Source: an optimization exercise on an open RTL-to-GDS flow (aim: small area, a short achievable clock period and few clock cycles). Production flows keep margins and buffers that such runs may drop. Where RTL was checked, it was by simulation tests only, not by an equivalence proof against the original. Function not checked in runs 1, 2 and 7: the RTL went through the layout flow alone. Power figures rest on the tool's default switching activity, not on a simulated workload.

$ cat design/flow/config.mk
export PLATFORM = sky130hd
export DESIGN_NAME = demosaic
export DESIGN_NICKNAME = demosaic
export VERILOG_FILES = /design/flow/design.v
export SDC_FILE = /design/flow/constraint.sdc
export NUM_CORES = 4
export LEC_CHECK = 0
export ABC_CLOCK_PERIOD_IN_PS = 2400
export CAP_MARGIN = 20
export CORE_MARGIN = 2
export CORE_UTILIZATION = 40
export PLACE_DENSITY = 0.6
export SETUP_SLACK_MARGIN = 2.6
export SLEW_MARGIN = 20
$ cat design/flow/constraint.sdc
create_clock -name core_clock -period 5.0 [get_ports {clk}]
set_input_delay 1.0000 -clock core_clock [delete_from_list [all_inputs] [get_ports {clk}]]
set_output_delay 1.0000 -clock core_clock [all_outputs]
set_load 0.01 [all_outputs]
$ cat design/flow/design.v
module demosaic(clk, reset, in_en, data_in, wr_r, addr_r, wdata_r, rdata_r, wr_g, addr_g, wdata_g, rdata_g, wr_b, addr_b, wdata_b, rdata_b, done);
input clk;
input reset;
input in_en;
input [7:0] data_in;
output reg wr_r;
output reg [13:0] addr_r;
output reg [7:0] wdata_r;
input [7:0] rdata_r;
output reg wr_g;
output reg [13:0] addr_g;
output reg [7:0] wdata_g;
input [7:0] rdata_g;
output reg wr_b;
output reg [13:0] addr_b;
output reg [7:0] wdata_b;
input [7:0] rdata_b;
output reg done;
reg        fill;
reg [6:0]  r;             
reg [7:0]  q;             
reg [3:0]  ph;            
reg        first;         
reg [7:0]  rg, rv, rh;    
reg [7:0]  xq;            
reg [9:0]  p;             
reg [8:0]  yq;            
reg [9:0]  d;             
reg [7:0]  xn;            
wire       odd   = r[0];
wire [6:0] rm1 = r - 7'd1;
wire [6:0] rp1 = r + 7'd1;
wire [6:0] qc  = q[6:0];
wire [6:0] qm2 = qc - 7'd2;
wire [6:0] qm1 = qc - 7'd1;
wire [6:0] qp1 = qc + 7'd1;
wire       last  = q[7];
wire [6:0] r_n   = last ? rp1 : r;
wire [7:0] q_n   = last ? {7'd0, rp1[0]} : q + 8'd2;
wire       odd_n = r_n[0];
wire [9:0] g_sum  = p + {2'b0, rg};
wire [9:0] v_sum  = {1'b0, yq} + {2'b0, rv};
wire [9:0] d_sum  = d + {2'b0, rv};
wire [8:0] h_sum  = {1'b0, xn} + {1'b0, rh};
reg        v_wr, h_wr;
reg [13:0] v_addr, h_addr;
wire [7:0] v_wdata = ph[1] ? yq[8:1] : d_sum[9:2];
wire [7:0] h_wdata = h_sum[8:1];
always @(*) begin
    v_wr = 1'b0; h_wr = 1'b0;
    v_addr = {r, qm1}; h_addr = {r, qc};
    if (ph[0]) begin
        v_addr = {rp1, qc};
    end
    if (ph[1]) begin
        v_wr = !first; v_addr = {r, qm2};
        h_wr = !first;
    end
    if (ph[2]) begin
        v_wr = !first;
    end
    if (ph[3]) begin
        v_addr = {(last ? r : rm1), q_n[6:0]};
        h_addr = {r_n, q_n[6:0] + 7'd1};
    end
end
always @(posedge clk) begin
    if (reset) begin
        fill <= 1'b0;
        r <= 7'd0;
        q <= 8'd0;
        ph <= 4'd0;
        first <= 1'b1;
        done <= 1'b0;
        wr_r <= 1'b0;
        wr_g <= 1'b0;
        wr_b <= 1'b0;
        addr_r <= 14'd0;
        addr_g <= 14'd0;
        addr_b <= 14'd0;
    end else if (!fill) begin
        addr_r <= {r, qc};
        addr_g <= {r, qc};
        addr_b <= {r, qc};
        wdata_r <= data_in;
        wdata_g <= data_in;
        wdata_b <= data_in;
        wr_g <= in_en & (r[0] == qc[0]);
        wr_r <= in_en & !r[0] & qc[0];
        wr_b <= in_en & r[0] & !qc[0];
        if (in_en) begin
            q[6:0] <= qp1;
            if (qc == 7'd127) begin
                if (r == 7'd127) begin
                    fill <= 1'b1;
                    ph <= 4'b1000;
                    q <= 8'h80;
                end else
                    r <= rp1;
            end
        end
    end else if (!done) begin
        ph <= {ph[2:0], ph[3]};
        rg <= rdata_g;
        rv <= odd ? rdata_r : rdata_b;
        rh <= odd ? rdata_b : rdata_r;
        wdata_g <= g_sum[9:2];
        if (ph[0]) begin
            p <= g_sum;
            addr_g <= {rm1, qp1};
        end
        if (ph[1]) begin
            xq <= rg;
            wr_g <= !first;
            addr_g <= {r, qm1};
        end
        if (ph[2]) begin
            p <= {2'b0, xq} + {2'b0, rg};
            wr_g <= 1'b0;
            addr_g <= {rp1, qp1};
        end
        if (ph[3]) begin
            wr_g <= 1'b0;
            addr_g <= {r_n, q_n[6:0]};
        end
        if (ph[1]) begin
            d <= v_sum;
            yq <= {1'b0, rv};
            xn <= rh;
        end
        if (ph[2]) yq <= v_sum[8:0];
        if (ph[3]) begin
            q <= q_n;
            r <= r_n;
            first <= last;
            if (last && r == 7'd127 && !first) done <= 1'b1;
        end
        if (ph[3] ? odd_n : odd) begin
            wr_r <= v_wr; addr_r <= v_addr; wdata_r <= v_wdata;
            wr_b <= h_wr; addr_b <= h_addr; wdata_b <= h_wdata;
        end else begin
            wr_b <= v_wr; addr_b <= v_addr; wdata_b <= v_wdata;
            wr_r <= h_wr; addr_r <= h_addr; wdata_r <= h_wdata;
        end
        if (ph[3] && last && r == 7'd127 && !first) begin
            wr_r <= 1'b0; wr_g <= 1'b0; wr_b <= 1'b0;
        end
    end
end
endmodule
$ cat design/flow/run.sh
#!/bin/bash
# synth_recipe.tcl (not shown) runs the flow's synth.tcl, then flattens the netlist and writes it again
# the make line also repeats each setting of config.mk as NAME=value (left out here)
make -C /OpenROAD-flow-scripts/flow DESIGN_CONFIG=/design/flow/config.mk WORK_HOME=/design/flow/orfs CLKGATE_MAP_FILE= SYNTH_SCRIPT=/design/flow/synth_recipe.tcl finish
==> metrics.md, run 1 <==
| Metric | Value |
|---|---|
| Layout cells sized above 1 | `16.8%` |
| H-tree depth | `4` |
| Async set-reset flop share out of synthesis | `0%` |
| Sequential power share | `48.4%` |
| Clk slew on worst S/H paths | `0.07 ns` |
| CP delay by family, top | `buffers and inverters` |
| # IOs | `105` |
| Switching Fraction | `24.8%` |
| Pre-Repair DR Iteration Count | `5` |
| Most frequent cells in the layout | `96 x clkdlybuf4s50_1, 93 x edfxtp_1, 86 x nor2_1` |
| Vias per cell | `5.70` |
| Die height | `160 um` |
| Status | `complete, no violations` |
| P per Cell Area | `243 nW/um^2` |
| Final nets | `1202` |
| Syn avg cell area | `9.53 sq um` |
| Clk latency of the worst-skew pair | `0.44 ns` |
| WP depth | `1` |
| Worst Hold Class | `reg2reg` |
| Setup TNS | `0 ns` |
| CP max FO | `1` |
| Commonest non-fill, non-tap cell in the layout | `clkdlybuf4s50_1` |
| Die area | `25600 sq um` |
| Max-Cap Viols | `0` |
| Pins Over Slew Limit | `0` |
| Leak | `4.28 nW` |
| Final Instance Area | `12000 sq um` |
| WP data arrival | `1.38 ns` |
| Setup Skew | `0.0129 ns` |
| Area grow syn2layout | `23.5%` |
| Switching power | `725 uW` |
| Final hold violations | `0` |
| P_int | `2.20 mW` |
| First-pass GRT wire length | `42700 um` |
| Clock power share | `46.1%` |
| Post-synth cell types | `85` |
| Cell breakdown of the critical path | `clkdlybuf4s50_1` |
| Post-route ant nets | `0` |
| Ys Warns | `1` |
| Register-to-Register Path Depth | `8` |
| Initial Util | `40.5%` |
| Final min period | `2.38 ns` |
| Crit-path slowest cell | `clkdlybuf4s50_1` |
| Unrepaired setup endpoints after global routing | `true` |
| Post-Syn Area | `9750 sq um` |
| Via count | `8289` |
| #FFs+latches synth | `160` |
| CP Capture Type | `output port` |
| CTS tree | `yes` |
| Final Cycle Share | `47.6%` |
| Actual slew at the worst max-slew pin | `0.834 ns` |
| Max Clock Freq | `420 MHz` |
| Setup crit start kind | `flip-flop` |
| Core Util, Final | `50.0%` |
| Dpl hpwl | `19100 um` |
| Cells after synthesis | `1023` |
| Wire per inst | `19.0 um` |
| Sequential area share after synthesis | `42.4%` |
| Die W | `160 um` |
| Core Area | `24100 sq um` |
| Row cnt | `57` |
| IR drop worst, VDD | `0.181 mV` |
| Crit Path Category | `reg2out` |
| CP bufs+invs | `1` |
| Maximum root-to-sink buffer count | `2` |
| CP Launch Point | `wdata_r[5]$_DFFE_PP_` |
| Root Buffer | `clkbuf_16` |
| First DRT Iteration DRCs | `620` |
| Drt drc | `0` |
| Initial antenna violation count | `0` |
| Top FF cell, synth | `edfxtp_1` |
| Worst Path Required | `4.00 ns` |
| Port bufs | `104` |
| Max-slew headroom | `44.1%` |
| Final GP Congestion | `0.898` |
| Largest net degree at the start of global routing | `39` |
| Antenna diodes | `0` |
| Reg2reg start | `rg[0]$_DFFE_PP_` |
| CP peak stage delay | `0.56 ns` |
| Worst r2r dst | `wdata_g[6]$_DFFE_PP_` |
| Net Count, Synth | `1108` |
| Final setup vio count | `0` |
| EDFF count, synth | `93` |
| CTS Buf Count | `17` |
| Setup crit end | `wdata_r[5]` |
| Logic pwr share | `5.5%` |
| Vias in the first global route | `7749` |
| Area post-placement | `11000 sq um` |
| R2R Setup Slk | `2.65 ns` |
| Gr usage total | `21.0%` |
| Clock sink count | `160` |
| Hold Buf Count CTS | `0` |
| Final wirelength | `27600 um` |
| Remaining global-route overflow | `0` |
==> worst min path at each step <==
stage	from	end	slack, ns	cells past startpoint
3_5_place_dp	addr_g[2]$_SDFFE_PP0P_	addr_g[2]$_SDFFE_PP0P_	0.44	2
6_report	addr_g[2]$_SDFFE_PP0P_	addr_g[2]$_SDFFE_PP0P_	0.45	2
2_1_floorplan	rh[2]$_DFFE_PP_	xn[2]$_DFFE_PP_	0.43	0
4_1_cts	addr_g[2]$_SDFFE_PP0P_	addr_g[2]$_SDFFE_PP0P_	0.45	2
3_3_place_gp	addr_g[2]$_SDFFE_PP0P_	addr_g[2]$_SDFFE_PP0P_	0.44	2
5_1_grt	addr_g[2]$_SDFFE_PP0P_	addr_g[2]$_SDFFE_PP0P_	0.49	2
==> per-layer routing <==
metal | routed length [um] | global-route usage [%] | share of wire [%]
met1 | 12700 | 29.3 | 46
met2 | 12800 | 33.5 | 46
met3 | 1580 | 3.66 | 5.7
met4 | 512 | 6.67 | 1.9
met5 | 0 | 0 | 0
==> metrics by stage <==
step	setup slack, ns	hold WS (ns)	instances	power (mW)
2_1_floorplan	2.57	0.433	1023	1.52
3_3_place_gp	2.21	0.441	1393	1.61
3_5_place_dp	2.19	0.444	1393	1.61
4_1_cts	2.49	0.454	1432	2.95
5_1_grt	2.56	0.488	1454	3.02
6_report	2.62	0.453	1454	2.93
==> logic make-up after synthesis <==
kind of cell | synth area share, %
xor+xnor | 6.36
simple gates | 14.4
compound gates | 21.1
buf+inv | 4.49
fa+ha+maj | 6.72
flops | 42.4
mux | 4.53
==> timing repair <==
| item | CTS | global route |
|---|---|---|
| pin swaps | 9 | 16 |
| setup endpoints to repair | 121 | 97 |
| endpoints found under the hold margin | 0 | 0 |
| setup buffers | 7 | 21 |
| gates cloned | 0 | 1 |
| resized for setup | 31 | 41 |
==> final cells by class <==
| type | instances | area, sq um |
|---|---|---|
| clock buffer | 18 | 429 |
| fill | 2285 | 12100 |
| clock inverter | 14 | 164 |
| timing repair buffer | 147 | 1390 |
| timing repair inverter | 1 | 5.00 |
| tap | 324 | 405 |
| sequential | 160 | 4160 |
| inverter | 24 | 101 |
| multi-input combinational | 766 | 5390 |
==> Yosys cell counts, drive strengths merged, types with 9 or more instances <==
cell type,number,share of area (%)
a31oi,18,1.2
edfxtp,93,29
a221oi,9,0.81
buf,38,2.2
a21oi,92,4.8
o211ai,11,0.85
dfxtp,67,14
nand2,86,3.3
a21o,10,0.77
xnor2,52,4.7
a22oi,16,1.2
nor2,92,3.6
nor3,23,1.3
o221ai,9,0.81
inv,23,0.89
mux2,33,3.8
o21a,12,0.92
ha,46,5.9
xor2,18,1.6
clkbuf,35,1.3
nor2b,15,0.99
nand3,22,1.3
o21ai,66,3.4
a211oi,12,0.92
==> power groups by stage <==
stage	Clock [mW]	Combinational, mW	Sequential (mW)
floorplan	0	0.0795	1.45
global placement	0	0.159	1.45
detailed placement	0	0.160	1.45
CTS	1.37	0.161	1.42
global route	1.43	0.174	1.42
finish	1.35	0.162	1.42
==> tightest hold or removal path, cell delays in order, from the launching register on <==
cell     delay, ns
dfxtp_1       0.31
nand2_1       0.05
a21oi_1       0.05
==> state kept, by name, indices dropped and copies added (netlist names), 9 cells and up <==
name    count
addr_b     14
addr_r     14
addr_g     14
yq          9
p          10
d          10
==> run 2: changes to the inputs <==
==> design/flow/config.mk (replaced) <==
export PLATFORM = sky130hd
export DESIGN_NAME = demosaic
export DESIGN_NICKNAME = demosaic
export VERILOG_FILES = /design/flow/design.v
export SDC_FILE = /design/flow/constraint.sdc
export NUM_CORES = 4
export LEC_CHECK = 0
export ABC_CLOCK_PERIOD_IN_PS = 2100
export CAP_MARGIN = 20
export CORE_MARGIN = 2
export CORE_UTILIZATION = 40
export PLACE_DENSITY = 0.6
export SETUP_SLACK_MARGIN = 2.9
export SLEW_MARGIN = 20
==> run 2 against run 1 <==
Effect of this change:
- clock power about the same
- utilization up 3.5 points
- sequential share of layout area down 2.1 points
- register-to-register slack about the same
- worst setup slack better by 0.045 ns
- hold slack better by 0.0026 ns
- non-clock buffer count up 35
- still clean on timing, DRC and antenna
- synthesized cell count unchanged
- synthesized area unchanged
==> metrics.md, run 2 <==
| Metric | Value |
|---|---|
| Max Clock Freq | `428 MHz` |
| Final GP Congestion | `0.909` |
| Final hold slack | `0.455 ns` |
| Post-synth cell types | `85` |
| Async set-reset flop share out of synthesis | `0%` |
| Maximum root-to-sink buffer count | `2` |
| Syn avg cell area | `9.53 sq um` |
| Clk latency of the worst-skew pair | `0.44 ns` |
| Top FF cell, synth | `edfxtp_1` |
| Gr usage total | `23.4%` |
| Status | `complete, no violations` |
| Min-delay src | `addr_g[5]$_SDFFE_PP0P_` |
| Final nets | `1240` |
| #FFs+latches synth | `160` |
| Cell taking the most area after synthesis | `edfxtp_1` |
| Post-Layout Cell Count | `1492` |
| Cells after synthesis | `1023` |
| Via count | `8816` |
| Worst slack, placed | `1.91 ns` |
| Reg2reg start | `rv[1]$_DFFE_PP_` |
| First DRT Iteration DRCs | `830` |
| Core Area | `24100 sq um` |
| Clock sink count | `160` |
| Crit Path Category | `reg2reg` |
| Sequential area share after synthesis | `42.4%` |
| Worst Hold Class | `reg2reg` |
| Row cnt | `57` |
| H-tree depth | `4` |
| Max-Cap Viols | `0` |
| IR drop worst, VDD | `0.198 mV` |
| Die area | `25600 sq um` |
| Crit-path slowest cell | `edfxtp_1` |
| Largest net degree at the start of global routing | `56` |
| Initial antenna violation count | `0` |
| Area grow syn2layout | `32.2%` |
| Max-slew headroom | `47.6%` |
| Register-to-Register Path Depth | `9` |
| Setup crit start kind | `flip-flop` |
| CP bufs+invs | `2` |
| Setup Skew | `0.0138 ns` |
| WP depth | `9` |
| Total power | `2.93 mW` |
| CP Launch Point | `rv[1]$_DFFE_PP_` |
| Vias per cell | `5.91` |
| Clk slew on worst S/H paths | `0.08 ns` |
| Leak | `4.72 nW` |
| Pre-Repair DR Iteration Count | `5` |
| Post-route ant nets | `0` |
| Layout cells sized above 1 | `27.7%` |
| Cell breakdown of the critical path | `buf_4 > buf_6 > ha_4 > a31oi_4 > nand2_2 > a31oi_2 > xor2_1 > o211ai_1 > o221a_2` |
| Final min period | `2.34 ns` |
| Most frequent cell after synthesis | `edfxtp_1` |
| Final hold violations | `0` |
| Placed cells | `1391` |
| CP delay by family, top | `compound AO/OA/AOI/OAI gates` |
| Pins Over Slew Limit | `0` |
| Actual slew at the worst max-slew pin | `0.786 ns` |
| Commonest non-fill, non-tap cell in the layout | `edfxtp_1` |
| Top cells by area, synth | `edfxtp_1 29%, dfxtp_1 14%, ha_1 5.9%, a21oi_1 4.7%, xnor2_1 4.6%` |
| Final wirelength | `31100 um` |
| CP peak stage delay | `0.47 ns` |
| Root Buffer | `clkbuf_16` |
| Remaining global-route overflow | `0` |
| Wire per inst | `20.9 um` |
| Port bufs | `104` |
| P per Cell Area | `227 nW/um^2` |
| Final Cycle Share | `46.7%` |
| CTS Buf Count | `17` |
| Dpl hpwl | `19200 um` |
| Synth top cells by count | `93 x edfxtp_1, 91 x a21oi_1, 90 x nor2_1, 85 x nand2_1, 67 x dfxtp_1` |
| Biggest regs | `addr_b: 14 flops, addr_g: 14 flops, addr_r: 14 flops` |
| Worst Hold Depth | `2` |
| Most frequent cells in the layout | `93 x edfxtp_1, 83 x nor2_1, 80 x nand2_1` |
| # IOs | `105` |
| Die W | `160 um` |
| Die height | `160 um` |
| WP data arrival | `2.52 ns` |
| CP max FO | `3` |
| Antenna diodes | `0` |
| Setup TNS | `0 ns` |
| Worst Path Required | `5.19 ns` |
| Post-Syn Area | `9750 sq um` |
| CP Capture Type | `flip-flop` |
| Drt drc | `0` |
| Final setup vio count | `0` |
| Vias in the first global route | `8350` |
| Filler instances | `2182` |
| Unrepaired setup endpoints after global routing | `true` |
| Ys Warns | `1` |
| Top cell type's share of synthesized area | `28.6%` |
| Initial Util | `40.5%` |
| Net Count, Synth | `1108` |
| CTS tree | `yes` |
| EDFF count, synth | `93` |
| First-pass GRT wire length | `47300 um` |
| Worst setup margin | `2.66 ns` |
[run 2: cell count changes in the layout (fill, tap and decap cells not counted), sizes merged]
cell and change:
clkdlybuf4s50 -64, dlygate4sd2 +27, clkdlybuf4s15 +22, bufbuf +2, dlymetal6s2s -4, clkbuf +8
clkinv +1, nor2 +2, buf +43, o22ai +1
[run 2: logic make-up after synthesis]
group                    Yosys count  share of synthesized area (%)
AO/OA/AOI/OAI                    314                           21.1
AND/OR/NAND/NOR                  292                           14.4
flip-flops                       160                           42.4
buffers and inverters             97                           4.49
XOR/XNOR                          70                           6.36
adder cells (fa/ha/maj)           50                           6.72
multiplexers                      40                           4.53
[run 2: metrics by stage]
stage          util [%]  cell area, sq um
2_1_floorplan         -              9860
3_3_place_gp       45.8             11000
3_5_place_dp       45.8             11000
4_1_cts            51.6             12400
5_1_grt            53.5             12900
6_report           53.5             12900
[run 2: repair_timing]
action	4_1_cts	5_1_grt
pin swaps	35	25
buffers inserted	38	23
hold buffers	0	0
endpoints found under the hold margin	0	0
gates resized for setup	250	84
cloned	6	2
endpoints found under the setup margin	265	123
[run 2: worst min-delay path: stages (launching register included)]
cell and delay, ns:
dfxtp_1 0.31, nand2_1 0.05, a21oi_1 0.05
[run 2: cell type report]
cell class,count,area [sq um],share of cell area (%)
Timing Repair Buffer,182,1670,13.0
Inverter,24,114,0.883
Multi-Input combinational cell,769,5920,45.9
Clock buffer,17,425,3.30
Tap cell,324,405,3.14
Sequential cell,160,4180,32.5
Timing Repair inverter,1,5.00,0.0388
Clock inverter,15,168,1.30
[run 2: power breakdown]
part,switching [mW],leakage (nW),total (mW),internal (mW)
sequential,0.0140,1.41,1.41,1.40
combinational,0.0887,3.02,0.175,0.0868
clock,0.632,0.286,1.35,0.714
total,0.735,4.72,2.93,2.20
[run 2: per-layer routing]
metal  part of all wire [%]  GRT usage (%)  wire (um)
met2                     47           38.1      14700
met3                    6.1           4.44       1910
met5                      0              0          0
met1                     44           31.3      13600
met4                    3.2           8.23       1010
[run 2: worst paths after layout]
check	endpoint	slack [ns]
worst max register to register	wdata_b[3]$_DFFE_PP_	2.66
worst max-delay path	wdata_b[3]$_DFFE_PP_	2.66
worst min-delay path	addr_g[5]$_SDFFE_PP0P_	0.46
worst min register to register	addr_g[5]$_SDFFE_PP0P_	0.46
==> run 3: changes to the inputs <==
--- a/design/flow/design.v
+++ b/design/flow/design.v
@@ -65,6 +65,11 @@
     end
 end
 always @(posedge clk) begin
+    rg <= rdata_g;
+    rv <= odd ? rdata_r : rdata_b;
+    rh <= odd ? rdata_b : rdata_r;
+end
+always @(posedge clk) begin
     if (reset) begin
         fill <= 1'b0;
         r <= 7'd0;
@@ -99,11 +104,8 @@
                     r <= rp1;
             end
         end
-    end else if (!done) begin
+    end else begin
         ph <= {ph[2:0], ph[3]};
-        rg <= rdata_g;
-        rv <= odd ? rdata_r : rdata_b;
-        rh <= odd ? rdata_b : rdata_r;
         wdata_g <= g_sum[9:2];
         if (ph[0]) begin
             p <= g_sum;
@@ -142,7 +144,7 @@
             wr_b <= v_wr; addr_b <= v_addr; wdata_b <= v_wdata;
             wr_r <= h_wr; addr_r <= h_addr; wdata_r <= h_wdata;
         end
-        if (ph[3] && last && r == 7'd127 && !first) begin
+        if (done || (ph[3] && last && r == 7'd127 && !first)) begin
             wr_r <= 1'b0; wr_g <= 1'b0; wr_b <= 1'b0;
         end
     end
==> design/flow/config.mk (replaced) <==
export PLATFORM = sky130hd
export DESIGN_NAME = demosaic
export DESIGN_NICKNAME = demosaic
export VERILOG_FILES = /design/flow/design.v
export SDC_FILE = /design/flow/constraint.sdc
export NUM_CORES = 4
export LEC_CHECK = 0
export ABC_CLOCK_PERIOD_IN_PS = 2000
export CAP_MARGIN = 20
export CORE_MARGIN = 2
export CORE_UTILIZATION = 40
export PLACE_DENSITY = 0.6
export SETUP_SLACK_MARGIN = 3.0
export SLEW_MARGIN = 20
==> run 3 against run 2 <==
Effect of this change:
- still clean
- worst setup slack worse by 0.12 ns
- hold slack got worse by 0.0073 ns
- critical path depth is 2 lower
- via count is 5.0% lower
- power is 7.6% higher
- flip-flop and latch count unchanged
- synthesized cell count decreased by 1.6%
- clock skew decreased by 0.0031 ns
==> metrics.md, run 3 <==
| Metric | Value |
|---|---|
| Status | `complete, no violations` |
| Cells after synthesis | `1007` |
| Sequential area share after synthesis | `41.8%` |
| Final wirelength | `29000 um` |
| Synth Area in Simple Gates | `15.3%` |
| Met1 usage | `31.8%` |
| Vias per cell | `5.83` |
| Top cells by area, synth | `edfxtp_1 22%, dfxtp_1 20%, ha_1 6.2%, nand2_1 4.0%, xnor2_1 4.0%` |
| EDFF count, synth | `69` |
| Hold Path Sink | `xn[6]$_DFFE_PP_` |
| Crit-path slowest cell | `a2111oi_4` |
| Reg2reg start | `d[1]$_DFFE_PP_` |
| Post-Layout Cell Count | `1436` |
| Pins Over Slew Limit | `0` |
| Post-synth cell types | `75` |
| H-tree depth | `4` |
| First-pass GRT wire length | `43700 um` |
| Remaining global-route overflow | `0` |
| Final setup vio count | `0` |
| Most frequent cells in the layout | `92 x nand2_1, 81 x nor2_1, 69 x edfxtp_1` |
| Wire per inst | `20.2 um` |
| Switching Fraction | `24.8%` |
| Actual slew at the worst max-slew pin | `0.654 ns` |
| Final nets | `1223` |
| Sequential power share | `45.2%` |
| Pre-Repair DR Iteration Count | `6` |
| Gr usage total | `23.2%` |
| Min-delay src | `rh[6]$_DFF_P_` |
| Initial antenna violation count | `0` |
| P per Cell Area | `257 nW/um^2` |
| # IOs | `105` |
| IR drop worst, VDD | `0.186 mV` |
| Ys Warns | `1` |
| Post-synthesis xor/xnor area fraction | `6.21%` |
| Root Buffer | `clkbuf_16` |
| Mux share of post-synthesis cell area | `5.13%` |
| Syn avg cell area | `9.24 sq um` |
| Worst Hold Class | `reg2reg` |
| Clk slew on worst S/H paths | `0.07 ns` |
| Busiest grt layer | `met2` |
| Largest net degree at the start of global routing | `51` |
| Leak | `4.72 nW` |
| Via count | `8371` |
| CTS Buf Count | `17` |
| Synth Area in Adders | `7.04%` |
| Row cnt | `55` |
| Cell taking the most area after synthesis | `edfxtp_1` |
| Unrepaired setup endpoints after global routing | `true` |
| Max-Cap Viols | `0` |
| Synth top cells by count | `98 x nand2_1, 91 x dfxtp_1, 91 x nor2_1, 69 x edfxtp_1, 65 x a21oi_1` |
| Core Area | `22700 sq um` |
| Clock sink count | `160` |
| Most frequent cell after synthesis | `nand2_1` |
| Setup crit start kind | `flip-flop` |
| Logic pwr share | `11.6%` |
| Switching power | `783 uW` |
| Dpl hpwl | `18500 um` |
| CP peak stage delay | `0.44 ns` |
| Clk latency of the worst-skew pair | `0.44 ns` |
| Top FF cell, synth | `dfxtp_1` |
| Async set-reset flop share out of synthesis | `0%` |
| Final GP Congestion | `0.891` |
| Drt drc | `0` |
| Top cell type's share of synthesized area | `22.3%` |
| Initial Util | `41.0%` |
| Die height | `157 um` |
| Vias in the first global route | `7817` |
| Final hold violations | `0` |
| Worst r2r dst | `wdata_r[7]$_DFFE_PN_` |
| Port bufs | `104` |
| Net Count, Synth | `1092` |
| #FFs+latches synth | `160` |
| Worst Hold Depth | `0` |
| Die area | `24500 sq um` |
| Post-route ant nets | `0` |
| Die W | `157 um` |
| Max Clock Freq | `407 MHz` |
| Setup Skew | `0.0107 ns` |
| Final min period | `2.46 ns` |
| Layout cells sized above 1 | `33.1%` |
| Biggest regs | `addr_b: 14 flops, addr_g: 14 flops, addr_r: 14 flops` |
| CTS tree | `yes` |
| Commonest non-fill, non-tap cell in the layout | `nand2_1` |
| Setup TNS | `0 ns` |
| GR Layer Usage met3 | `5.01%` |
| Compound-Gate Fraction of Synth Area | `20.4%` |
| Placed cells | `1337` |
| Register-to-Register Path Depth | `7` |
| First DRT Iteration DRCs | `729` |
| Final Cycle Share | `49.2%` |
| Post-Syn Area | `9310 sq um` |
| P_int | `2.37 mW` |
| Clock power share | `43.3%` |
| WP data arrival | `2.72 ns` |
| Worst Path Required | `5.26 ns` |
| CP Capture Type | `flip-flop` |
| Grt met2 use | `36.6%` |
| Main combinational cell family by area after synthesis | `compound AO/OA/AOI/OAI gates` |
| Maximum root-to-sink buffer count | `2` |
| Area grow syn2layout | `31.6%` |
| Max-slew headroom | `56.3%` |
| Cell breakdown of the critical path | `ha_4 > nand3_4 > a2111oi_4 > a41oi_2 > or3_4 > a31o_4 > a221oi_2` |
| Antenna diodes | `0` |
| CP max FO | `4` |
| Total power | `3.16 mW` |
| R2R Setup Slk | `2.54 ns` |
| Crit Path Category | `reg2reg` |
run 3: cell families after synthesis:
family / Yosys count
adder cells (fa/ha/maj): 50
multiplexers: 44
flip-flops: 160
AND/OR/NAND/NOR: 308
XOR/XNOR: 66
buffers and inverters: 99
AO/OA/AOI/OAI: 280
run 3: stage by stage:
| step | cell area (sq um) | worst slack, ns | utilization (%) | hold WS, ns |
|---|---|---|---|---|
| 3_3_place_gp | 10700 | 2.14 | 47.1 | 0.435 |
| 4_1_cts | 12000 | 2.48 | 53.0 | 0.453 |
| 3_5_place_dp | 10700 | 2.09 | 47.1 | 0.435 |
| 5_1_grt | 12300 | 2.41 | 54.0 | 0.476 |
| 6_report | 12300 | 2.54 | 54.0 | 0.448 |
| 2_1_floorplan | 9550 | 2.69 | - | 0.415 |
run 3: power by group through the flow:
stage | Sequential (mW) | Combinational, mW | Clock [mW]
after floorplan | 1.45 | 0.205 | 0
after global placement | 1.46 | 0.312 | 0
after detailed placement | 1.46 | 0.314 | 0
after CTS | 1.42 | 0.345 | 1.38
after global routing | 1.43 | 0.397 | 1.45
final | 1.42 | 0.366 | 1.36
run 3: repair_timing:
item,CTS,global route
pin swaps,55,43
setup endpoints to repair,204,117
setup buffers,45,19
gates resized for setup,364,89
hold buffers,0,0
cloned,2,1
run 3: area by class of cell:
type                       count  area [sq um]
fill                        2025         10500
multi-input combinational    749          5780
sequential                   160          3960
timing repair buffer         183          1420
clock buffer                  19           443
tap                          285           357
clock inverter                13           158
inverter                      27           138
run 3: layer usage:
layer	up-vias	part of all wire (%)
met2	367	47
li1	3956	-
met1	3997	44
met3	51	7.7
met5	-	0
met4	0	2.0
run 3: how the worst max path moves through the flow:
| stage | start | to | slack (ns) | cells after the start |
|---|---|---|---|---|
| floorplan | reset | d[0]$_DFFE_PP_ | 2.69 | 5 |
| global placement | in_en | r[3]$_SDFFE_PP0P_ | 2.14 | 6 |
| detailed placement | in_en | r[5]$_SDFFE_PP0P_ | 2.09 | 6 |
| CTS | d[1]$_DFFE_PP_ | wdata_b[7]$_DFFE_PN_ | 2.48 | 7 |
| global route | d[1]$_DFFE_PP_ | wdata_r[7]$_DFFE_PN_ | 2.41 | 7 |
| finish | d[1]$_DFFE_PP_ | wdata_r[7]$_DFFE_PN_ | 2.54 | 7 |
run 3: worst max-delay path, delay by kind of cell, from the launching register on:
family / cells / cell delay, ns
DFF: 1 / 0.41
and+or+nand+nor: 2 / 0.44
adders and majority gates: 1 / 0.30
AOI/OAI and AO/OA: 4 / 1.12
Testbench counts of run 3, summed over its fixed seeds: cycles 794,640.
==> run 4: changes to the inputs <==
==> design/flow/config.mk (replaced) <==
export PLATFORM = sky130hd
export DESIGN_NAME = demosaic
export DESIGN_NICKNAME = demosaic
export VERILOG_FILES = /design/flow/design.v
export SDC_FILE = /design/flow/constraint.sdc
export NUM_CORES = 4
export LEC_CHECK = 0
export ABC_CLOCK_PERIOD_IN_PS = 2300
export CAP_MARGIN = 20
export CORE_MARGIN = 2
export CORE_UTILIZATION = 40
export PLACE_DENSITY = 0.6
export SETUP_SLACK_MARGIN = 2.7
export SLEW_MARGIN = 20
==> run 4 against run 3 <==
Effect of this change:
- clock skew rose by 0.00083 ns
- synthesized cell count unchanged
- synthesized area is the same
- sequential share of layout area increased by 1.3 points
- count of clock-buffer cells in the layout up 4
- hold slack got worse by 0.0024 ns
- critical endpoint is now wdata_r[4]$_DFFE_PN_
- still clean on timing, DRC and antenna
- via count decreased by 4.9%
- die area stayed put
- final cell count fell by 3.8%
- power rose by 2.5%
- highest routed layer unchanged
==> metrics.md, run 4 <==
| Metric | Value |
|---|---|
| # IOs | `105` |
| Die area | `24500 sq um` |
| Final hold slack | `0.445 ns` |
| Top FF cell, synth | `dfxtp_1` |
| CP Capture Type | `flip-flop` |
| First DRT Iteration DRCs | `666` |
| Post-route ant nets | `0` |
| P per Cell Area | `277 nW/um^2` |
| Port bufs | `104` |
| Top cell type's share of synthesized area | `22.3%` |
| Vias in the first global route | `7686` |
| Ys Warns | `1` |
| Remaining global-route overflow | `0` |
| CP max FO | `3` |
| Initial Util | `41.0%` |
| Sequential area share after synthesis | `41.8%` |
| Leak | `4.69 nW` |
| Cell taking the most area after synthesis | `edfxtp_1` |
| Setup Skew | `0.0116 ns` |
| Row cnt | `55` |
| Initial antenna violation count | `0` |
| Antenna diodes | `0` |
| Compound-Gate Fraction of Synth Area | `20.4%` |
| Pins Over Slew Limit | `0` |
| Post-synthesis xor/xnor area fraction | `6.21%` |
| Post-Syn Area | `9310 sq um` |
| Final GP Congestion | `0.883` |
| Die W | `157 um` |
| Most frequent cells in the layout | `94 x nand2_1, 86 x nor2_1, 72 x dfxtp_1` |
| Status | `complete, no violations` |
| Syn avg cell area | `9.24 sq um` |
| Synth Area in Simple Gates | `15.3%` |
| Synth top cells by count | `98 x nand2_1, 91 x dfxtp_1, 91 x nor2_1, 69 x edfxtp_1, 65 x a21oi_1` |
| Actual slew at the worst max-slew pin | `0.865 ns` |
| Main combinational cell family by area after synthesis | `compound AO/OA/AOI/OAI gates` |
| Final Cycle Share | `49.5%` |
| Worst Path Required | `5.19 ns` |
| Final nets | `1168` |
| Async set-reset flop share out of synthesis | `0%` |
| Max-Cap Viols | `0` |
| First-pass GRT wire length | `41900 um` |
| WP data arrival | `2.66 ns` |
| Vias per cell | `5.76` |
| Wire per inst | `19.4 um` |
| Net Count, Synth | `1092` |
| Final hold violations | `0` |
| Worst Hold Class | `reg2reg` |
| Clk latency of the worst-skew pair | `0.44 ns` |
| Dpl hpwl | `18100 um` |
| Commonest non-fill, non-tap cell in the layout | `nand2_1` |
| Placed cells | `1336` |
| #FFs+latches synth | `160` |
| CTS tree | `yes` |
| Final wirelength | `26800 um` |
| Layout cells sized above 1 | `16.9%` |
| Max-slew headroom | `42.2%` |
| IR drop worst, VDD | `0.207 mV` |
| Clock sink count | `160` |
| Most frequent cell after synthesis | `nand2_1` |
| Drt drc | `0` |
| Crit Path Category | `reg2reg` |
| Register area | `3940 sq um` |
| Filler instances | `2100` |
| Via count | `7961` |
| Final min period | `2.47 ns` |
| Unrepaired setup endpoints after global routing | `true` |
| Post-synth cell types | `75` |
| Synth Area in Adders | `7.04%` |
| Die height | `157 um` |
| Mux share of post-synthesis cell area | `5.13%` |
| Largest net degree at the start of global routing | `51` |
| EDFF count, synth | `69` |
| Core Area | `22700 sq um` |
| Gr usage total | `22.2%` |
| Core Util, Final | `51.4%` |
| Multi-input gate area | `5370 sq um` |
| H-tree depth | `4` |
| Root Buffer | `clkbuf_16` |
| Setup crit start kind | `flip-flop` |
| Final setup vio count | `0` |
| Clk slew on worst S/H paths | `0.07 ns` |
| Pre-Repair DR Iteration Count | `5` |
| Max Clock Freq | `404 MHz` |
| Biggest regs | `addr_b: 14 flops, addr_g: 14 flops, addr_r: 14 flops` |
| Area grow syn2layout | `25.5%` |
| Post-Layout Cell Count | `1381` |
| Cells after synthesis | `1007` |
| Setup TNS | `0 ns` |
| CTS Buf Count | `17` |
| Top cells by area, synth | `edfxtp_1 22%, dfxtp_1 20%, ha_1 6.2%, nand2_1 4.0%, xnor2_1 4.0%` |
| Maximum root-to-sink buffer count | `2` |
## run 4: cell counts after synthesis
Identical to the previous run, type by type.
## run 4: final timing paths
check	end	slack, ns	depth (start not counted)	startpoint
max	wdata_r[4]$_DFFE_PN_	2.53	8	d[1]$_DFFE_PP_
min	xn[4]$_DFFE_PP_	0.45	0	rh[4]$_DFF_P_
max reg2reg	wdata_r[4]$_DFFE_PN_	2.53	8	d[1]$_DFFE_PP_
min reg2reg	xn[4]$_DFFE_PP_	0.45	0	rh[4]$_DFF_P_
## run 4: cell families after synthesis
group | Yosys count
buffers and inverters | 99
XOR/XNOR | 66
adder cells (fa/ha/maj) | 50
AO/OA/AOI/OAI | 280
multiplexers | 44
flip-flops | 160
AND/OR/NAND/NOR | 308
## run 4: per-layer routing
layer	vias up	share of wire, %	wire, um	GRT usage [%]
met1	3808	46	12200	30.4
met4	0	2.5	680	7.91
met3	49	6.3	1700	5.21
met2	272	45	12200	34.3
li1	3832	-	-	-
met5	-	0	0	0
## run 4: critical path: stages (launching register included)
cell       delay [ns]
edfxtp_1         0.41
ha_4             0.30
nand3_4          0.09
a2111oi_4        0.39
buf_4            0.18
o21a_1           0.17
mux2i_1          0.12
or3_1            0.33
a31o_2           0.23
## run 4: repair_timing
| action | in CTS | in global routing |
|---|---|---|
| hold buffers | 0 | 0 |
| buffers inserted | 6 | 7 |
| resized for setup | 98 | 71 |
| pin swaps | 11 | 7 |
| endpoints found under the setup margin | 133 | 71 |
## run 4: power breakdown
part | switching, mW | total [mW] | leakage, nW | internal (mW)
clock network | 0.576 | 1.49 | 0.321 | 0.909
logic | 0.163 | 0.319 | 2.97 | 0.155
registers | 0.0333 | 1.43 | 1.40 | 1.40
total | 0.773 | 3.23 | 4.69 | 2.46
## run 4: cell type report
cell class              instances  share of cell area (%)
clock buffers                  23                    4.55
clock inverters                 9                    1.18
inverters                      27                   0.964
multi-input cells             748                    46.0
flip-flops and latches        160                    33.7
well taps                     285                    3.05
repair buffers                129                    10.6
## run 4: stage by stage
| stage | area (sq um) | setup slack [ns] | total power, mW |
|---|---|---|---|
| 2_1_floorplan | 9410 | 2.68 | 1.65 |
| 3_3_place_gp | 10600 | 2.22 | 1.77 |
| 3_5_place_dp | 10600 | 2.18 | 1.77 |
| 4_1_cts | 11400 | 2.52 | 3.24 |
| 5_1_grt | 11700 | 2.41 | 3.35 |
| 6_report | 11700 | 2.53 | 3.23 |
==> run 5: changes to the inputs <==
--- a/design/flow/design.v
+++ b/design/flow/design.v
@@ -21,6 +21,7 @@
 reg [7:0]  q;             
 reg [3:0]  ph;            
 reg        first;         
+reg        fin;           
 reg [7:0]  rg, rv, rh;    
 reg [7:0]  xq;            
 reg [9:0]  p;             
@@ -34,10 +35,7 @@
 wire [6:0] qm2 = qc - 7'd2;
 wire [6:0] qm1 = qc - 7'd1;
 wire [6:0] qp1 = qc + 7'd1;
-wire       last  = q[7];
-wire [6:0] r_n   = last ? rp1 : r;
-wire [7:0] q_n   = last ? {7'd0, rp1[0]} : q + 8'd2;
-wire       odd_n = r_n[0];
+wire       last = q[7];
 wire [9:0] g_sum  = p + {2'b0, rg};
 wire [9:0] v_sum  = {1'b0, yq} + {2'b0, rv};
 wire [9:0] d_sum  = d + {2'b0, rv};
@@ -48,20 +46,14 @@
 wire [7:0] h_wdata = h_sum[8:1];
 always @(*) begin
     v_wr = 1'b0; h_wr = 1'b0;
-    v_addr = {r, qm1}; h_addr = {r, qc};
-    if (ph[0]) begin
-        v_addr = {rp1, qc};
-    end
+    v_addr = {rm1, qc}; h_addr = {r, qp1};
+    if (ph[0]) v_addr = {rp1, qc};
     if (ph[1]) begin
         v_wr = !first; v_addr = {r, qm2};
-        h_wr = !first;
+        h_wr = !first; h_addr = {r, qc};
     end
     if (ph[2]) begin
-        v_wr = !first;
-    end
-    if (ph[3]) begin
-        v_addr = {(last ? r : rm1), q_n[6:0]};
-        h_addr = {r_n, q_n[6:0] + 7'd1};
+        v_wr = !first; v_addr = {r, qm1};
     end
 end
 always @(posedge clk) begin
@@ -76,6 +68,7 @@
         q <= 8'd0;
         ph <= 4'd0;
         first <= 1'b1;
+        fin <= 1'b0;
         done <= 1'b0;
         wr_r <= 1'b0;
         wr_g <= 1'b0;
@@ -96,16 +89,16 @@
         if (in_en) begin
             q[6:0] <= qp1;
             if (qc == 7'd127) begin
+                r <= rp1;
                 if (r == 7'd127) begin
                     fill <= 1'b1;
                     ph <= 4'b1000;
-                    q <= 8'h80;
-                end else
-                    r <= rp1;
+                end
             end
         end
     end else begin
         ph <= {ph[2:0], ph[3]};
+        done <= fin;
         wdata_g <= g_sum[9:2];
         if (ph[0]) begin
             p <= g_sum;
@@ -123,28 +116,28 @@
         end
         if (ph[3]) begin
             wr_g <= 1'b0;
-            addr_g <= {r_n, q_n[6:0]};
+            addr_g <= {r, qc};
         end
         if (ph[1]) begin
             d <= v_sum;
             yq <= {1'b0, rv};
             xn <= rh;
         end
-        if (ph[2]) yq <= v_sum[8:0];
-        if (ph[3]) begin
-            q <= q_n;
-            r <= r_n;
+        if (ph[2]) begin
+            yq <= v_sum[8:0];
+            q <= last ? {7'd0, rp1[0]} : q + 8'd2;
+            if (last) r <= rp1;
             first <= last;
-            if (last && r == 7'd127 && !first) done <= 1'b1;
+            if (last && r == 7'd127 && !first) fin <= 1'b1;
         end
-        if (ph[3] ? odd_n : odd) begin
+        if (odd) begin
             wr_r <= v_wr; addr_r <= v_addr; wdata_r <= v_wdata;
             wr_b <= h_wr; addr_b <= h_addr; wdata_b <= h_wdata;
         end else begin
             wr_b <= v_wr; addr_b <= v_addr; wdata_b <= v_wdata;
             wr_r <= h_wr; addr_r <= h_addr; wdata_r <= h_wdata;
         end
-        if (done || (ph[3] && last && r == 7'd127 && !first)) begin
+        if (fin) begin
             wr_r <= 1'b0; wr_g <= 1'b0; wr_b <= 1'b0;
         end
     end
==> design/flow/config.mk (replaced) <==
export PLATFORM = sky130hd
export DESIGN_NAME = demosaic
export DESIGN_NICKNAME = demosaic
export VERILOG_FILES = /design/flow/design.v
export SDC_FILE = /design/flow/constraint.sdc
export NUM_CORES = 4
export LEC_CHECK = 0
export ABC_CLOCK_PERIOD_IN_PS = 2200
export CAP_MARGIN = 20
export CORE_MARGIN = 2
export CORE_UTILIZATION = 40
export PLACE_DENSITY = 0.6
export SETUP_SLACK_MARGIN = 2.8
export SLEW_MARGIN = 20
==> run 5 against run 4 <==
Effect of this change:
- still clean on timing, DRC and antenna
- sequential power hardly changed
- synthesized area is 6.1% lower
- clock skew hardly changed
- fmax is 8.4% higher
- synthesized cell count is 9.0% lower
- sequential share of layout area is 1.0 points higher
- largest power group is now sequential cells
- highest routed layer unchanged
==> metrics.md, run 5 <==
| Metric | Value |
|---|---|
| Status | `complete, no violations` |
| Root Buffer | `clkbuf_16` |
| Post-route ant nets | `0` |
| CP max FO | `2` |
| Max Clock Freq | `438 MHz` |
| Pins Over Slew Limit | `0` |
| Worst Path Required | `5.19 ns` |
| Commonest non-fill, non-tap cell in the layout | `nor2_1` |
| Final min period | `2.28 ns` |
| Async set-reset flop share out of synthesis | `0%` |
| #FFs+latches synth | `161` |
| H-tree depth | `4` |
| Initial antenna violation count | `0` |
| Dpl hpwl | `15400 um` |
| Synth top cells by count | `97 x nor2_1, 92 x dfxtp_1, 79 x a21oi_1, 79 x nand2_1, 69 x edfxtp_1` |
| Biggest regs | `addr_b: 14 flops, addr_g: 14 flops, addr_r: 14 flops` |
| Actual slew at the worst max-slew pin | `0.679 ns` |
| Most frequent cell after synthesis | `nor2_1` |
| Core Util, Final | `52.5%` |
| CP Capture Type | `flip-flop` |
| WP data arrival | `2.47 ns` |
| Top cells by area, synth | `edfxtp_1 24%, dfxtp_1 21%, ha_1 6.7%, mux2_2 4.6%, a21oi_1 4.5%` |
| Register-to-Register Path Depth | `10` |
| Net Count, Synth | `1002` |
| Min-delay src | `rh[4]$_DFF_P_` |
| Worst Hold Class | `reg2reg` |
| Antenna diodes | `0` |
| Sequential area share after synthesis | `44.8%` |
| Reg2reg start | `yq[0]$_DFFE_PP_` |
| Clk slew on worst S/H paths | `0.07 ns` |
| Via count | `7315` |
| Maximum root-to-sink buffer count | `2` |
| First DRT Iteration DRCs | `594` |
| Final GP Congestion | `0.901` |
| Area grow syn2layout | `29.8%` |
| Final Cycle Share | `45.6%` |
| Remaining global-route overflow | `0` |
| EDFF count, synth | `69` |
| Filler instances | `2006` |
| Top cell type's share of synthesized area | `23.7%` |
| Die W | `152 um` |
| Pre-Repair DR Iteration Count | `7` |
| Top FF cell, synth | `dfxtp_1` |
| # IOs | `105` |
| Most frequent cells in the layout | `90 x nor2_1, 82 x dfxtp_1, 77 x nand2_1` |
| Cell taking the most area after synthesis | `edfxtp_1` |
| CTS tree | `yes` |
| Drt drc | `0` |
| Setup TNS | `0 ns` |
| Leak | `4.44 nW` |
| Wire per inst | `18.4 um` |
| P per Cell Area | `270 nW/um^2` |
| Largest net degree at the start of global routing | `64` |
| Die area | `23000 sq um` |
| Port bufs | `104` |
| First-pass GRT wire length | `37200 um` |
| Unrepaired setup endpoints after global routing | `true` |
| Core Area | `21600 sq um` |
| CP Launch Point | `yq[0]$_DFFE_PP_` |
| Final hold slack | `0.444 ns` |
| Final hold violations | `0` |
| Worst Hold Depth | `0` |
| CTS Buf Count | `17` |
| Cells after synthesis | `916` |
| Crit Path Category | `reg2reg` |
| Clk latency of the worst-skew pair | `0.44 ns` |
| Final setup vio count | `0` |
| Setup Skew | `0.0117 ns` |
| Clock sink count | `161` |
| Final nets | `1110` |
| Ys Warns | `1` |
| Vias per cell | `5.55` |
| Final wirelength | `24200 um` |
| IR drop worst, VDD | `0.196 mV` |
| Vias in the first global route | `6711` |
| Initial Util | `40.4%` |
| Gr usage total | `21.1%` |
| Row cnt | `54` |
| Post-Syn Area | `8740 sq um` |
| Setup crit start kind | `flip-flop` |
| Max-Cap Viols | `0` |
| Die height | `152 um` |
| Max-slew headroom | `54.5%` |
| Post-synth cell types | `63` |
| Syn avg cell area | `9.54 sq um` |
| Layout cells sized above 1 | `20.7%` |
[run 5: cell types whose count changed after synthesis, moves of 6 or more]
cell,before,now
nand2_1,98,79
o21ai_0,64,45
a21oi_1,65,79
clkbuf_1,49,35
a211oi_1,14,24
a221oi_1,11,1
nand3_1,33,23
o211ai_1,11,2
xnor2_1,42,33
xor2_1,24,17
mux2_2,30,36
nor2_1,91,97
[run 5: timing repair]
item	CTS	global route
pin swaps	15	21
setup endpoints to repair	178	52
setup buffers	13	15
gates resized for setup	133	63
cloned	5	0
hold buffers	0	0
[run 5: per-layer routing]
metal | part of all wire, % | GRT usage, % | vias up
li1 | - | - | 3548
met1 | 47 | 29.5 | 3562
met2 | 47 | 34.1 | 186
met3 | 4.7 | 4.25 | 19
met4 | 1.1 | 4.17 | 0
met5 | 0 | 0 | -
[run 5: worst max-delay path, stage by stage (launching register included)]
cell and delay [ns]:
edfxtp_1 0.38, ha_2 0.20, fa_2 0.34, a21o_1 0.20, a21oi_4 0.20, buf_4 0.14, buf_6 0.08, buf_6 0.08
buf_6 0.10, xnor2_4 0.06, mux2_4 0.26
[run 5: final timing paths]
path | to | slack (ns)
worst max register to register | yq[4]$_DFFE_PP_ | 2.72
worst max-delay path | yq[4]$_DFFE_PP_ | 2.72
worst min-delay path | xn[4]$_DFFE_PP_ | 0.44
worst min register to register | xn[4]$_DFFE_PP_ | 0.44
[run 5: layout make-up]
| cell class | count | area (sq um) | share of cell area, % |
|---|---|---|---|
| tap | 280 | 350 | 3.09 |
| clock buffer | 18 | 439 | 3.87 |
| sequential | 161 | 3930 | 34.7 |
| inverter | 22 | 108 | 0.949 |
| timing repair inverter | 2 | 16.3 | 0.143 |
| timing repair buffer | 141 | 1310 | 11.6 |
| multi-input combinational | 679 | 5020 | 44.3 |
| clock inverter | 14 | 155 | 1.37 |
[run 5: where the power goes]
group          internal [mW]  switching (mW)  leakage [nW]
sequential              1.40          0.0261          1.40
clock                  0.757           0.580         0.282
combinational          0.142           0.152          2.76
total                   2.30           0.758          4.44
[run 5: cells by family (layout without fill, tap and decap cells)]
| group | after synthesis | in the layout | synth area share (%) |
|---|---|---|---|
| simple gates | 285 | 286 | 14.9 |
| compound gates | 239 | 239 | 17.6 |
| flops | 161 | 161 | 44.8 |
| xor+xnor | 50 | 50 | 5.01 |
| mux | 53 | 53 | 6.59 |
| fa+ha+maj | 51 | 51 | 7.65 |
| buf+inv | 77 | 197 | 3.44 |
[run 5: stage by stage]
| step | total power [mW] | area [sq um] | setup slack (ns) | std cells |
|---|---|---|---|---|
| after floorplan | 1.61 | 8840 | 2.56 | 916 |
| after global placement | 1.71 | 10000 | 2.11 | 1252 |
| after detailed placement | 1.71 | 10000 | 2.03 | 1252 |
| after CTS | 3.05 | 10900 | 2.71 | 1302 |
| after global routing | 3.16 | 11300 | 2.66 | 1317 |
| final | 3.06 | 11300 | 2.72 | 1317 |
Testbench counts of run 5, summed over its fixed seeds: cycles 794,640.
==> run 6: changes to the inputs <==
==> design/flow/flow/run.sh (new file) <==
#!/bin/bash
# The standard layout (the standard.sh, unchanged synthesis), except that
# the port buffers that global placement inserts on every input and output
# are sky130_fd_sc_hd__buf_2 rather than the default cell.
set -euo pipefail
export BUFFER_PORTS_ARGS="-buffer_cell sky130_fd_sc_hd__buf_2"
bash standard.sh finish > make_finish.log 2>&1
==> design/flow/standard.sh (new file) <==
#!/bin/bash
# synth_recipe.tcl (not shown) runs the flow's synth.tcl, then flattens the netlist and writes it again
# the make line also repeats each setting of config.mk as NAME=value (left out here)
make -C /OpenROAD-flow-scripts/flow DESIGN_CONFIG=/design/flow/config.mk WORK_HOME=/design/flow/orfs CLKGATE_MAP_FILE= SYNTH_SCRIPT=/design/flow/synth_recipe.tcl "${@:-finish}"
removed: design/flow/run.sh
==> run 6 against run 5 <==
Effect of this change:
- count of clock-buffer cells in the layout up 6
- via count decreased by 2.0%
- wire length shrank 3.7%
- register-to-register slack better by 0.07 ns
- hold slack improved by 0.0049 ns
- still clean on timing, DRC and antenna
- utilization decreased by 2.9 points
- sequential share of layout area increased by 2.1 points
- highest routed layer unchanged
- critical path depth stayed put
- sequential power is essentially flat
- die area is the same
- synthesized cell count did not move
- fmax increased by 3.1%
==> metrics.md, run 6 <==
| Metric | Value |
|---|---|
| Cell taking the most area after synthesis | `edfxtp_1` |
| Max-Cap Viols | `0` |
| Setup crit start kind | `flip-flop` |
| Top layer used by detailed routing | `met4` |
| # IOs | `105` |
| Setup crit end | `yq[4]$_DFFE_PP_` |
| R2R Setup Slk | `2.79 ns` |
| Final hold slack | `0.449 ns` |
| Worst Hold Class | `reg2reg` |
| Setup TNS | `0 ns` |
| Clk slew on worst S/H paths | `0.06 ns` |
| CP delay by family, top | `adder cells` |
| Leak | `4.18 nW` |
| Clock sink count | `161` |
| WP depth | `10` |
| Cell breakdown of the critical path | `ha_2 > fa_2 > a21o_1 > a21oi_2 > buf_4 > buf_6 > buf_6 > buf_6 > xnor2_2 > mux2_4` |
| Crit Path Category | `reg2reg` |
| First-pass GRT wire length | `35300 um` |
| Met1 WL | `11100 um` |
| Wire per inst | `17.8 um` |
| Most frequent cell after synthesis | `nor2_1` |
| Worst r2r dst | `yq[4]$_DFFE_PP_` |
| Most frequent cells in the layout | `104 x buf_2, 91 x nor2_1, 81 x dfxtp_1` |
| Filler instances | `2030` |
| Actual slew at the worst max-slew pin | `0.709 ns` |
| Post-route ant nets | `0` |
| Root Buffer | `clkbuf_16` |
| Drt drc | `0` |
| WL met2 | `10800 um` |
| Final min period | `2.21 ns` |
| Die height | `152 um` |
| CP bufs+invs | `4` |
| H-tree depth | `4` |
| Final GP Congestion | `0.862` |
| Reg2reg start | `yq[0]$_DFFE_PP_` |
| Vias in the first global route | `6673` |
| First DRT Iteration DRCs | `529` |
| Die W | `152 um` |
| Ys Warns | `1` |
| Synth top cells by count | `97 x nor2_1, 92 x dfxtp_1, 79 x a21oi_1, 79 x nand2_1, 69 x edfxtp_1` |
| Top cell type's share of synthesized area | `23.7%` |
| Crit-path slowest cell | `edfxtp_1` |
| Final hold violations | `0` |
| Dpl hpwl | `15200 um` |
| Via count | `7171` |
| Max Clock Freq | `452 MHz` |
| Status | `complete, no violations` |
| Setup Skew | `0.0122 ns` |
| Sequential area share after synthesis | `44.8%` |
| Commonest non-fill, non-tap cell in the layout | `buf_2` |
| Unrepaired setup endpoints after global routing | `true` |
| Layout cells sized above 1 | `28.4%` |
| Largest net degree at the start of global routing | `64` |
| Net Count, Synth | `1002` |
| Pins Over Slew Limit | `0` |
| Worst Path Required | `5.19 ns` |
| Core Area | `21600 sq um` |
| Initial antenna violation count | `1` |
| P per Cell Area | `283 nW/um^2` |
| Area grow syn2layout | `22.5%` |
| Final Cycle Share | `44.3%` |
| Gr usage total | `20.0%` |
| Row cnt | `54` |
| Final nets | `1097` |
| CP Launch Point | `yq[0]$_DFFE_PP_` |
| CP Capture Type | `flip-flop` |
| Clk latency of the worst-skew pair | `0.44 ns` |
| Top cells by area, synth | `edfxtp_1 24%, dfxtp_1 21%, ha_1 6.7%, mux2_2 4.6%, a21oi_1 4.5%` |
| Initial Util | `40.4%` |
| Routed wl met3 | `1050 um` |
| Async set-reset flop share out of synthesis | `0%` |
| CP max FO | `2` |
| IR drop worst, VDD | `0.195 mV` |
| #FFs+latches synth | `161` |
| Post-Layout Cell Count | `1304` |
| Placed cells | `1250` |
| Biggest regs | `addr_b: 14 flops, addr_g: 14 flops, addr_r: 14 flops` |
| CTS tree | `yes` |
| WP data arrival | `2.40 ns` |
| Top FF cell, synth | `dfxtp_1` |
| Worst path most repeated cell | `buf_6` |
| Cells after synthesis | `916` |
| CP peak stage delay | `0.37 ns` |
| Syn avg cell area | `9.54 sq um` |
| EDFF count, synth | `69` |
| Antenna diodes | `0` |
| Max-slew headroom | `52.5%` |
| Remaining global-route overflow | `0` |
| Post-Syn Area | `8740 sq um` |
| Post-synth cell types | `63` |
| CTS Buf Count | `17` |
| Vias per cell | `5.50` |
| Maximum root-to-sink buffer count | `2` |
| Final wirelength | `23300 um` |
| Final setup vio count | `0` |
| Die area | `23000 sq um` |
| Register-to-Register Path Depth | `10` |
| Port bufs | `104` |
| Pre-Repair DR Iteration Count | `6` |
==> run 6: cell count changes in the layout (fill, tap and decap cells not counted), moves of 2 or more <==
cell,previous run,this run
buf_2,1,104
dlygate4sd2_1,70,0
clkdlybuf4s50_1,32,0
buf_4,28,16
clkbuf_1,0,4
a211oi_1,18,21
a211oi_2,5,2
inv_6,5,2
a2111oi_2,2,0
bufbuf_16,2,0
clkbuf_16,17,19
==> run 6: area by class of cell <==
cell class	instances	area, sq um	share of cell area, %
Clock buffer	24	493	4.60
Clock inverter	8	101	0.947
Inverter	22	108	1.01
Multi-Input combinational cell	679	4940	46.1
Sequential cell	161	3940	36.8
Tap cell	280	350	3.27
Timing Repair Buffer	128	762	7.12
Timing Repair inverter	2	16.3	0.152
==> run 6: cell families (layout without fill, tap and decap cells) <==
family,Yosys count,in the layout,share of synthesized area (%)
compound gates,239,239,17.6
fa+ha+maj,51,51,7.65
mux,53,53,6.59
simple gates,285,286,14.9
flops,161,161,44.8
xor+xnor,50,50,5.01
buf+inv,77,184,3.44
==> run 6: where the power goes <==
group | internal [mW] | switching [mW] | leakage [nW] | total, mW
logic | 0.117 | 0.147 | 2.50 | 0.264
clock network | 0.792 | 0.544 | 0.282 | 1.34
registers | 1.40 | 0.0237 | 1.40 | 1.43
total | 2.31 | 0.715 | 4.18 | 3.03
==> run 6: what timing repair did <==
| item | CTS | global route |
|---|---|---|
| pin swaps | 17 | 20 |
| hold buffers | 0 | 0 |
| gates resized for setup | 51 | 59 |
| setup buffers | 11 | 7 |
| setup endpoints to repair | 102 | 68 |
| cloned | 2 | 2 |
==> run 6: per-layer routing <==
metal	vias up	global-route usage, %
li1	3538	-
met2	192	31.9
met5	-	0
met4	0	6.67
met3	29	3.23
met1	3412	27.6
==> run 6: metrics by stage <==
step	instance area, sq um	power (mW)	util [%]	setup WS, ns
finish	10700	3.03	49.5	2.79
global route	10700	3.12	49.5	2.69
CTS	10400	3.02	48.0	2.72
detailed placement	9490	1.68	43.9	2.05
global placement	9490	1.68	43.9	2.09
floorplan	8840	1.61	-	2.56
==> run 6: worst min path at each step <==
| stage | start | to | slack, ns | cells after the start |
|---|---|---|---|---|
| finish | rh[7]$_DFF_P_ | xn[7]$_DFFE_PP_ | 0.45 | 0 |
| detailed placement | rh[2]$_DFF_P_ | xn[2]$_DFFE_PP_ | 0.43 | 0 |
| global route | rh[6]$_DFF_P_ | xn[6]$_DFFE_PP_ | 0.47 | 0 |
| floorplan | rh[2]$_DFF_P_ | xn[2]$_DFFE_PP_ | 0.41 | 0 |
| CTS | rh[7]$_DFF_P_ | xn[7]$_DFFE_PP_ | 0.45 | 0 |
| global placement | rh[4]$_DFF_P_ | xn[4]$_DFFE_PP_ | 0.43 | 0 |
==> run 7: changes to the inputs <==
--- a/design/flow/design.v
+++ b/design/flow/design.v
@@ -22,13 +22,15 @@
 reg [3:0]  ph;            
 reg        first;         
 reg        fin;           
-reg [7:0]  rg, rv, rh;    
+reg [7:0]  rg, rr, rb;    
 reg [7:0]  xq;            
 reg [9:0]  p;             
 reg [8:0]  yq;            
 reg [9:0]  d;             
 reg [7:0]  xn;            
 wire       odd   = r[0];
+wire [7:0] rv    = odd ? rr : rb;
+wire [7:0] rh    = odd ? rb : rr;
 wire [6:0] rm1 = r - 7'd1;
 wire [6:0] rp1 = r + 7'd1;
 wire [6:0] qc  = q[6:0];
@@ -38,12 +40,14 @@
 wire       last = q[7];
 wire [9:0] g_sum  = p + {2'b0, rg};
 wire [9:0] v_sum  = {1'b0, yq} + {2'b0, rv};
-wire [9:0] d_sum  = d + {2'b0, rv};
-wire [8:0] h_sum  = {1'b0, xn} + {1'b0, rh};
+wire [9:0] ar = odd ? (ph[1] ? {yq, 1'b0} : d) : {1'b0, xn, 1'b0};
+wire [9:0] br = odd ? (ph[1] ? 10'd0 : {2'b0, rr}) : {1'b0, rr, 1'b0};
+wire [9:0] ab = odd ? {1'b0, xn, 1'b0} : (ph[1] ? {yq, 1'b0} : d);
+wire [9:0] bb = odd ? {1'b0, rb, 1'b0} : (ph[1] ? 10'd0 : {2'b0, rb});
+wire [9:0] r_sum = ar + br;
+wire [9:0] b_sum = ab + bb;
 reg        v_wr, h_wr;
 reg [13:0] v_addr, h_addr;
-wire [7:0] v_wdata = ph[1] ? yq[8:1] : d_sum[9:2];
-wire [7:0] h_wdata = h_sum[8:1];
 always @(*) begin
     v_wr = 1'b0; h_wr = 1'b0;
     v_addr = {rm1, qc}; h_addr = {r, qp1};
@@ -58,8 +62,11 @@
 end
 always @(posedge clk) begin
     rg <= rdata_g;
-    rv <= odd ? rdata_r : rdata_b;
-    rh <= odd ? rdata_b : rdata_r;
+    rr <= rdata_r;
+    rb <= rdata_b;
+    wdata_g <= fill ? g_sum[9:2] : data_in;
+    wdata_r <= fill ? r_sum[9:2] : data_in;
+    wdata_b <= fill ? b_sum[9:2] : data_in;
 end
 always @(posedge clk) begin
     if (reset) begin
@@ -80,9 +87,6 @@
         addr_r <= {r, qc};
         addr_g <= {r, qc};
         addr_b <= {r, qc};
-        wdata_r <= data_in;
-        wdata_g <= data_in;
-        wdata_b <= data_in;
         wr_g <= in_en & (r[0] == qc[0]);
         wr_r <= in_en & !r[0] & qc[0];
         wr_b <= in_en & r[0] & !qc[0];
@@ -99,7 +103,6 @@
     end else begin
         ph <= {ph[2:0], ph[3]};
         done <= fin;
-        wdata_g <= g_sum[9:2];
         if (ph[0]) begin
             p <= g_sum;
             addr_g <= {rm1, qp1};
@@ -131,11 +134,11 @@
             if (last && r == 7'd127 && !first) fin <= 1'b1;
         end
         if (odd) begin
-            wr_r <= v_wr; addr_r <= v_addr; wdata_r <= v_wdata;
-            wr_b <= h_wr; addr_b <= h_addr; wdata_b <= h_wdata;
+            wr_r <= v_wr; addr_r <= v_addr;
+            wr_b <= h_wr; addr_b <= h_addr;
         end else begin
-            wr_b <= v_wr; addr_b <= v_addr; wdata_b <= v_wdata;
-            wr_r <= h_wr; addr_r <= h_addr; wdata_r <= h_wdata;
+            wr_b <= v_wr; addr_b <= v_addr;
+            wr_r <= h_wr; addr_r <= h_addr;
         end
         if (fin) begin
             wr_r <= 1'b0; wr_g <= 1'b0; wr_b <= 1'b0;
==> design/flow/run.sh (new file) <==
#!/bin/bash
# synth_recipe.tcl (not shown) runs the flow's synth.tcl, then flattens the netlist and writes it again
# the make line also repeats each setting of config.mk as NAME=value (left out here)
make -C /OpenROAD-flow-scripts/flow DESIGN_CONFIG=/design/flow/config.mk WORK_HOME=/design/flow/orfs CLKGATE_MAP_FILE= SYNTH_SCRIPT=/design/flow/synth_recipe.tcl finish
removed: design/flow/flow/run.sh
removed: design/flow/standard.sh
==> run 7 against run 6 <==
Effect of this change:
- critical path type unchanged
- worst setup slack got worse by 0.35 ns
- utilization rose by 5.2 points
- still clean
- count of clock-buffer cells in the layout down 7
- clock skew is 0.0038 ns lower
- die area up 2.3%
==> metrics.md, run 7 <==
| Metric | Value |
|---|---|
| Status | `complete, no violations` |
| GR Layer Usage met3 | `3.95%` |
| Logic pwr share | `9.3%` |
| Most frequent cells in the layout | `114 x nand2_1, 108 x dfxtp_1, 99 x nor2_1` |
| Layout cells sized above 1 | `21.2%` |
| Final wirelength | `26300 um` |
| Worst Hold Class | `reg2reg` |
| Vias in the first global route | `7584` |
| Net Count, Synth | `1091` |
| Placed cells | `1333` |
| First DRT Iteration DRCs | `464` |
| Final GP Congestion | `0.823` |
| Post-Syn Area | `8940 sq um` |
| Port bufs | `104` |
| Crit Path Category | `reg2reg` |
| Drt drc | `0` |
| Clk slew on worst S/H paths | `0.07 ns` |
| Most frequent cell after synthesis | `nand2_1` |
| Max-slew headroom | `42.1%` |
| #FFs+latches synth | `161` |
| Grt met2 use | `36.4%` |
| Actual slew at the worst max-slew pin | `0.868 ns` |
| Wire per inst | `18.6 um` |
| Final setup vio count | `0` |
| Dpl hpwl | `17100 um` |
| Final hold violations | `0` |
| Die area | `23600 sq um` |
| Synth top cells by count | `118 x nand2_1, 116 x dfxtp_1, 113 x nor2_1, 65 x a21oi_1, 56 x o21ai_0` |
| Sequential power share | `45.2%` |
| First-pass GRT wire length | `40900 um` |
| Busiest grt layer | `met2` |
| Filler instances | `1986` |
| CTS Buf Count | `17` |
| Unrepaired setup endpoints after global routing | `true` |
| Cells after synthesis | `1004` |
| Root Buffer | `clkbuf_16` |
| P per Cell Area | `256 nW/um^2` |
| Final nets | `1210` |
| CP Launch Point | `r[0]$_SDFFE_PP0P_` |
| Pins Over Slew Limit | `0` |
| Pre-Repair DR Iteration Count | `5` |
| Final Cycle Share | `51.2%` |
| Post-Layout Cell Count | `1416` |
| Clk latency of the worst-skew pair | `0.45 ns` |
| Initial antenna violation count | `0` |
| Die height | `153 um` |
| Worst Path Required | `5.20 ns` |
| Maximum root-to-sink buffer count | `2` |
| Setup TNS | `0 ns` |
run 7: changes by cell type after synthesis, moves of 5 or more:
cell,previous run,this run
edfxtp_1,69,45
nand2_1,79,118
nor2_1,97,113
o21ai_0,45,56
a31oi_1,11,17
a311oi_1,5,0
a21oi_1,79,65
nor2b_1,9,18
clkbuf_1,35,47
dfxtp_1,92,116
a211oi_1,24,12
run 7: power groups by stage:
| stage | sequential (mW) | combinational (mW) | clock (mW) |
|---|---|---|---|
| 2_1_floorplan | 1.41 | 0.160 | 0 |
| 3_3_place_gp | 1.42 | 0.254 | 0 |
| 3_5_place_dp | 1.42 | 0.256 | 0 |
| 4_1_cts | 1.39 | 0.268 | 1.42 |
| 5_1_grt | 1.39 | 0.312 | 1.47 |
| 6_report | 1.39 | 0.287 | 1.40 |
run 7: cells by family (layout without fill, tap and decap cells):
family / after synthesis / after routing / share of synthesized area, %
adders and majority gates: 52 / 52 / 7.53
buffers and inverters: 83 / 214 / 3.55
xor gates and xnor gates: 51 / 51 / 5.00
and+or+nand+nor: 365 / 366 / 18.8
AOI/OAI and AO/OA: 241 / 241 / 17.8
muxes: 51 / 51 / 6.24
DFF: 161 / 161 / 41.1
run 7: through the flow:
step / util [%] / cell area [sq um]
floorplan: - / 9210
global placement: 47.2 / 10300
detailed placement: 47.3 / 10300
CTS: 52.6 / 11500
global route: 54.8 / 12000
finish: 54.8 / 12000
run 7: worst min path at each step:
stage	cells after the start	from	end
2_1_floorplan	0	rg[0]$_DFF_P_	xq[0]$_DFFE_PP_
4_1_cts	0	rg[4]$_DFF_P_	xq[4]$_DFFE_PP_
6_report	2	addr_g[5]$_SDFFE_PP0P_	addr_g[5]$_SDFFE_PP0P_
5_1_grt	0	rg[0]$_DFF_P_	xq[0]$_DFFE_PP_
3_3_place_gp	0	rg[0]$_DFF_P_	xq[0]$_DFFE_PP_
3_5_place_dp	0	rg[4]$_DFF_P_	xq[4]$_DFFE_PP_
run 7: cell type report:
cell class | count | area, sq um | share of cell area, %
Timing Repair inverter | 1 | 7.51 | 0.0626
Multi-Input combinational cell | 761 | 5690 | 47.5
Tap cell | 280 | 350 | 2.92
Clock inverter | 15 | 194 | 1.62
Sequential cell | 161 | 3700 | 30.9
Timing Repair Buffer | 161 | 1540 | 12.9
Clock buffer | 17 | 425 | 3.55
Inverter | 20 | 78.8 | 0.658
run 7: worst max-delay path, cell delays in order, from the launching register on:
cell,delay [ns]
dfxtp_4,0.41
mux2_4,0.33
ha_4,0.17
fa_2,0.33
a21o_1,0.18
a221o_1,0.35
o41ai_2,0.24
xnor2_1,0.14
and2_1,0.17
run 7: timing repair:
item / 4_1_cts / 5_1_grt
pin swaps: 34 / 29
endpoints found under the hold margin: 0 / 0
hold buffers: 0 / 0
buffers inserted: 26 / 21
resized for setup: 144 / 59
gates cloned: 4 / 0
setup endpoints to repair: 185 / 88
run 7: routing by layer:
metal,vias up,wire (um)
met2,232,12700
li1,3845,-
met1,3799,11800
met3,53,1160
met4,0,591
met5,-,0

Check on run 7: ideal ports give 2.439 ns setup slack; a clkbuf_16 on the clock port and buf_2 on the inputs give 2.439 ns; moving port delays by the midpoint clock arrival (0.487 ns) as well gives 2.439 ns.
